From an optimization exercise on the open Yosys and OpenROAD flow, aimed at small area; shortcuts taken in it are not production practice. Function was checked by simulation only, so behaviour that the tests miss may differ from the original. Power is estimated from default activity; no workload was simulated.

[design/flow/flow/libmodels.py]
#!/usr/bin/env python3
"""Write Verilog models of a liberty file's cells: combinational cells as assign
statements, every other cell (flip-flops, latches, tristates) as a blackbox."""
import re, sys
lib, out = sys.argv[1], sys.argv[2]
txt = open(lib).read()

def blocks(s, kw):
    # yield (name, body) of top-level "kw (name) { ... }" groups in s
    for m in re.finditer(r'\b%s\s*\(\s*"?([\w\[\]]+)"?\s*\)\s*\{' % kw, s):
        i = m.end(); d = 1
        while d:
            c = s[i]
            if c == '{': d += 1
            elif c == '}': d -= 1
            i += 1
        yield m.group(1), s[m.end():i - 1], m.start(), i

def vexpr(f):
    f = f.replace('"', '').strip()
    toks = re.findall(r"[A-Za-z_]\w*|[!&|^()'+*]|1|0", f)
    outt = []; prev = None
    for t in toks:
        operand_start = re.match(r'[A-Za-z_]|\(|!|1|0', t)
        if prev is not None and operand_start and (re.match(r"[A-Za-z_\d]", prev) or prev in (')', "'")):
            outt.append('&')
        if t == "'":
            # postfix not: wrap previous operand
            outt.append("^1'b1")
        elif t == '!': outt.append('~')
        elif t == '+': outt.append('|')
        elif t == '*': outt.append('&')
        elif t in ('1', '0'): outt.append("1'b" + t)
        else: outt.append(t)
        prev = t
    return ' '.join(outt)

res = []
cells = list(blocks(txt, 'cell'))
for name, body, _, _ in cells:
    # strip nested pin groups to get cell-level attributes
    pins = [(pn, pb) for pn, pb, _, _ in blocks(body, 'pin')]
    seq = re.search(r'\b(ff|latch|statetable|ff_bank|latch_bank)\s*\(', body) is not None
    ports = []
    for pn, pb in pins:
        d = re.search(r'direction\s*:\s*"?(\w+)"?', pb)
        if not d: continue
        fn = re.search(r'\bfunction\s*:\s*"([^"]*)"', pb)
        tri = re.search(r'three_state', pb)
        if d.group(1) not in ('input','output','inout'): continue
        if any(q[0] == pn for q in ports): continue
        ports.append((pn, d.group(1), fn.group(1) if fn else None, tri))
    if not ports: continue
    comb = not seq and all(p[2] for p in ports if p[1] == 'output') and not any(p[3] for p in ports) \
        and any(p[1] == 'output' for p in ports)
    decl = ', '.join(p[0] for p in ports)
    lines = []
    if not comb: lines.append('(* blackbox *)')
    lines.append('module %s(%s);' % (name, decl))
    for pn, d, fn, _ in ports:
        lines.append('  %s %s;' % ({'input': 'input', 'output': 'output', 'inout': 'inout'}[d], pn))
    if comb:
        for pn, d, fn, _ in ports:
            if d == 'output':
                lines.append('  assign %s = %s;' % (pn, vexpr(fn)))
    lines.append('endmodule')
    res.append('\n'.join(lines))
open(out, 'w').write('\n'.join(res) + '\n')
[design/flow/config.mk]
export PLATFORM = sky130hd
export DESIGN_NAME = gppm_top
export DESIGN_NICKNAME = gppm_top
export VERILOG_FILES = /design/flow/design.v
export SDC_FILE = /design/flow/constraint.sdc
export NUM_CORES = 4
export LEC_CHECK = 0
export CAP_MARGIN = 20
export CORE_AREA = 3 3 63 63
export CTS_BUF_LIST = sky130_fd_sc_hd__clkbuf_8
export DIE_AREA = 0 0 66 66
export SLEW_MARGIN = 20
[design/flow/constraint.sdc]
create_clock -name core_clock -period 10.0 [get_ports {clk}]
set_input_delay 2.0000 -clock core_clock [delete_from_list [all_inputs] [get_ports {clk}]]
set_output_delay 2.0000 -clock core_clock [all_outputs]
set_load 0.01 [all_outputs]
[design/flow/flow/remap.abc]
strash
&get -n
&dch -f
&nf -R 1000
&put
topo
[design/flow/design.v]
`timescale 1ns / 1ps
module gppm_top (
  input clk,
  input reset,
  input [7:0] sw,
  output [7:0] leds
);
  reg [13:0] c;
  reg [7:0] pat;
  reg shown;
  wire upd = (c == 14'b01011111000111);
  wire sel = pat[6];
  wire cap = ~shown & ~c[5];
  always @(posedge clk) begin
    if (reset)
      c <= 14'b11110101011111;
    else if (upd)
      c <= sel ? 14'b01011101010111 : 14'b01110101011111;
    else
      c <= {c[12:0], c[12] ^ c[13]};
  end
  wire ld_sw = cap & ~upd;
  wire hold = ~cap & ~upd;
  always @(posedge clk)
    pat <= ({8{upd}} & {pat[6:0], pat[7]}) | ({8{ld_sw}} & {sw[0], sw[7:1]}) | ({8{hold}} & pat);
  always @(posedge clk or posedge reset) begin
    if (reset)
      shown <= 1'b0;
    else if (upd)
      shown <= 1'b1;
  end
  assign leds = pat & {8{shown}};
endmodule
[design/flow/flow/run.sh]
#!/bin/bash
# Own layout flow: the standard synthesis, then its combinational logic re-mapped
# by ABC for area (registers kept as synthesised: same names and cells), checked
# equivalent to the standard netlist, then the standard ORFS flow from floorplan
# on, with the smallest buffer on the ports.
set -euo pipefail
W=$(pwd)
F=$W/flow
R=$W/orfs/results/$FLOW_PLATFORM/gppm_top/base
LIB=$FLOW_HOME/platforms/$FLOW_PLATFORM/lib/sky130_fd_sc_hd__tt_025C_1v80.lib

bash standard.sh synth > $W/log_synth.txt 2>&1

mkdir -p $W/remap
cd $W/remap
cp $R/1_2_yosys.v std_1_2_yosys.v
python3 $F/libmodels.py $LIB cells_models.v > $W/log_libmodels.txt 2>&1
DU=$(sed -n '/DONT_USE_CELLS/,/^$/p' $FLOW_HOME/platforms/$FLOW_PLATFORM/config.mk \
  | grep -oE 'sky130_fd_sc_hd__\w+' | sed 's/^/-dont_use /' | tr '\n' ' ')
cat > remap.ys <<EOF
read_verilog cells_models.v
read_verilog std_1_2_yosys.v
hierarchy -top $FLOW_TOP
flatten
hierarchy -top $FLOW_TOP
rename -hide w:*.*
techmap
opt -fast
abc -liberty $LIB $DU -script $F/remap.abc
opt_clean -purge
splitnets
opt_clean -purge
hilomap -singleton -hicell sky130_fd_sc_hd__conb_1 HI -locell sky130_fd_sc_hd__conb_1 LO
read_liberty -lib -ignore_redef $LIB
tee -o remap_stat.txt stat -liberty $LIB
check -assert -mapped
write_verilog -noattr -nohex -nodec -selected remapped.v
EOF
cat > equiv.ys <<EOF
read_liberty -ignore_miss_func $LIB
read_verilog std_1_2_yosys.v
rename $FLOW_TOP gold
read_verilog remapped.v
rename $FLOW_TOP gate
flatten
rename -hide w:_*
async2sync
opt_clean
equiv_make gold gate equiv
hierarchy -top equiv
equiv_simple -seq 2
equiv_induct
equiv_status -assert
EOF
if yosys -s remap.ys > $W/log_remap.txt 2>&1 && yosys -s equiv.ys > $W/log_equiv.txt 2>&1; then
  cp remapped.v $R/1_2_yosys.v
  echo "using the re-mapped netlist" > $W/log_choice.txt
else
  echo "re-mapping failed or not proven equivalent: using the standard netlist" > $W/log_choice.txt
fi
cd $W

bash standard.sh "BUFFER_PORTS_ARGS=-buffer_cell sky130_fd_sc_hd__buf_1" finish > $W/log_finish.txt 2>&1
[design/flow/standard.sh]
#!/bin/bash
# synth_recipe.tcl (not shown) runs the flow's synth.tcl, then flattens the netlist and writes it again
# the make line also repeats each setting of config.mk as NAME=value (left out here)
make -C /OpenROAD-flow-scripts/flow DESIGN_CONFIG=/design/flow/config.mk WORK_HOME=/design/flow/orfs CLKGATE_MAP_FILE= SYNTH_SCRIPT=/design/flow/synth_recipe.tcl "${@:-finish}"
==> key figures <==
Placed design
  • Placer congestion estimate: between 0.7 and 0.8
  • IO buf count: 17
  • DP HPWL: 1180 um
  • Placed Cells: roughly 150

Timing
  • RSZ-0062 raised after global routing: no
  • Hold Vio Cnt, Final: 0
  • Pins Over Slew Limit: 0
  • Worst Skew: 0.00453 ns
  • Slew headroom: 0.423
  • Min Hold Slack: around 0.43 ns
  • Minimum clock period: approximately 3 ns
  • Tcrit/Tclk final: 0.306
  • Final Setup Violations: 0
  • Setup TNS: 0 ns
  • Least-Margin Pin Slew: 0.862 ns
  • Max Freq: ~330 MHz

Clock tree
  • Clock-pin slew on the worst setup and hold paths: roughly 0.080 ns
  • Clock latency at the later pin of the worst-skew pair: approximately 0.26 ns
  • Clock Sinks: 23
  • Num CTS Buffers: 3
  • Clk root buf: clkbuf_8
  • Depth of the CTS H-tree: 1
  • Cts repair resizes: 0
  • Setup Buffers After CTS: 0
  • Longest Clk Path Bufs: 2
  • CTS tree: built
  • Hold Buf Count CTS: 0

Global route
  • Grt total ovfl: 0
  • Total track usage: 0.0780
  • Vias in the first global route: between 600 and 700
  • Largest net degree at the start of global routing: 21
  • First-pass GRT wire length: about 2600 um
  • Initial antenna violation count: 0

Route
  • Initial drt markers: 26
  • Vias per cell: 4.15
  • DRT met1 WL: ~770 um
  • Met2 Wirelength: approximately 630 um
  • DR WL/cell: 10.4 um
  • Routed via count: between 600 and 700
  • Highest routed layer: met3
  • DRT Pass-1 Iters: 3
  • DR WL met3: between 100 and 150 um
  • # DRC: 0
  • Final WL: approximately 1500 um
  • Post-route ant nets: 0

Setup path
  • Critical Path AT: roughly 1.1 ns
  • Crit. End Element: primary output
  • Reg-to-reg slack, setup: roughly 8 ns
  • CP required: 8.00 ns
  • Worst reg2reg path endpoint: c[11]$_SDFF_PP1_
  • R2r worst-path depth: 6
  • CP Launch Type: register
  • RR Startpoint: c[2]$_SDFF_PP1_
  • Crit Path Class: register to primary output
  • Critical-path maximum fanout: 10

Layout
  • Synthesis-to-layout area growth: 20.3%
  • Cell Count, Final, Fillers Out: ~150
  • Filler Cells Inserted: between 300 and 400
  • Layout cell share with drive strength beyond 1: 0.0291
  • Antenna cells: 0
  • # nets final: between 100 and 150

Floorplan
  • Die Y: approximately 66 um
  • FP Rows: 21
  • Initial core utilization: 0.242
  • Area of the core: about 3400 sq um
  • IO Count: 18
  • Die X: approximately 66 um
  • Die area: around 4400 sq um

Power and ir drop
  • Total power draw: approximately 0.00017 W
  • Pwr Density: about 170 nW/um^2
  • Leakage: between 0.3 and 0.4 nW
  • Worst VDD drop: a little over 0.06 mV

Yosys
  • Synth warnings: 1
  • Net Count, Synth: ~90
  • Area of the mapped netlist: 821 sq um
  • Syn Area/Cell: between 10 and 15 sq um
  • Mapped Cells: 82

Worst hold path
  • Hold Path Sink: c[10]$_SDFF_PP1_
  • Worst Hold Class: register to register
  • Hold Crit Start: c[9]$_SDFF_PP0_
  • Hold Path Cell Cnt: 2

Run
  • Max cap viols: 0

Run status
  • Status: timing/DRC/antenna clean
how the worst max path moves through the flow:
stage                      startpoint               to  slack [ns]  cells after the start
floorplan           shown$_DFFE_PP0N_          leds[0]        7.38                      1
global placement                reset  c[7]$_SDFF_PP0_        7.18                      3
detailed placement              reset  c[7]$_SDFF_PP0_        7.15                      3
CTS                 shown$_DFFE_PP0N_          leds[6]        6.91                      2
global route        shown$_DFFE_PP0N_          leds[6]        6.82                      2
finish              shown$_DFFE_PP0N_          leds[6]        6.94                      2
power by group:
part / internal, W / switching [W]
registers: 0.0000981 / 0.00000408
clock network: 0.0000273 / 0.0000272
logic: 0.00000556 / 0.00000453
metal layers:
layer / vias to the layer above / track usage
met5: - / 0
met4: 0 / 0.0127
met3: 0 / 0.0425
met2: 19 / 0.116
met1: 280 / 0.100
li1: 319 / -
registers in the layout, indices dropped and copies added, names as in the netlist:
| signal | count |
|---|---|
| pat | 8 |
| shown | 1 |
| c | 14 |
worst max-delay path: stages, from the launching register on:
cell     delay (ns)
dfrtp_1        0.48
and2_0         0.17
buf_1          0.15
stage by stage:
step	setup WS, ns	area, sq um	util
2_1_floorplan	7.38	821	-
3_3_place_gp	7.18	942	0.278
3_5_place_dp	7.15	942	0.278
4_1_cts	6.91	987	0.291
5_1_grt	6.82	987	0.291
6_report	6.94	987	0.291
final cells by class:
cell class              instances  area (sq um)  share of cell area
clock buffers                   3          41.3              0.0418
clock inverters                 1          3.75             0.00380
inverters                       3          11.3              0.0114
multi-input cells              56           344               0.349
flip-flops and latches         23           465               0.471
well taps                      46          57.6              0.0583
repair buffers                 17          63.8              0.0646
placed cells by master (no fill, tap or decap):
cell	instances
dfxtp_1	22
buf_1	17
nor2_1	10
mux2i_1	8
a21oi_1	8
and2_0	8
nand2_1	5
clkinv_1	3
or3_1	3
or2_0	3
clkbuf_8	3
nand4_1	2
a21o_1	2
nor4bb_1	1
or4_1	1
xnor2_1	1
nor2b_1	1
and3_1	1
nand2b_1	1
nor3b_1	1
inv_1	1
dfrtp_1	1

re-timing with driven ports:
No port has a modelled driver above. Below, the same layout with a new extraction and two added sets of constraints. Step 1 sets driving cells, clkbuf_16 on the clock port and buf_2 on the other inputs (assumed; they add their load-dependent delay and slew). Step 2 times the ports against the registers' clock, not the clock port: input delays grow and output delays shrink by t, the midpoint of the rising clock arrivals with the driver on. Slacks: ideal / step 1 / step 2; pairs: ideal / step 1.
t (ns): 0.280
setup slack, ns: 6.940 / 6.916 / 7.161
hold WS [ns]: 0.432 / 0.432 / 0.432
worst register clock-pin slew, ns: 0.08 / 0.08
After both steps this run still meets setup and hold. For this run, drivers alone change the setup slack by -0.024 ns; drivers and shift together by +0.221 ns.
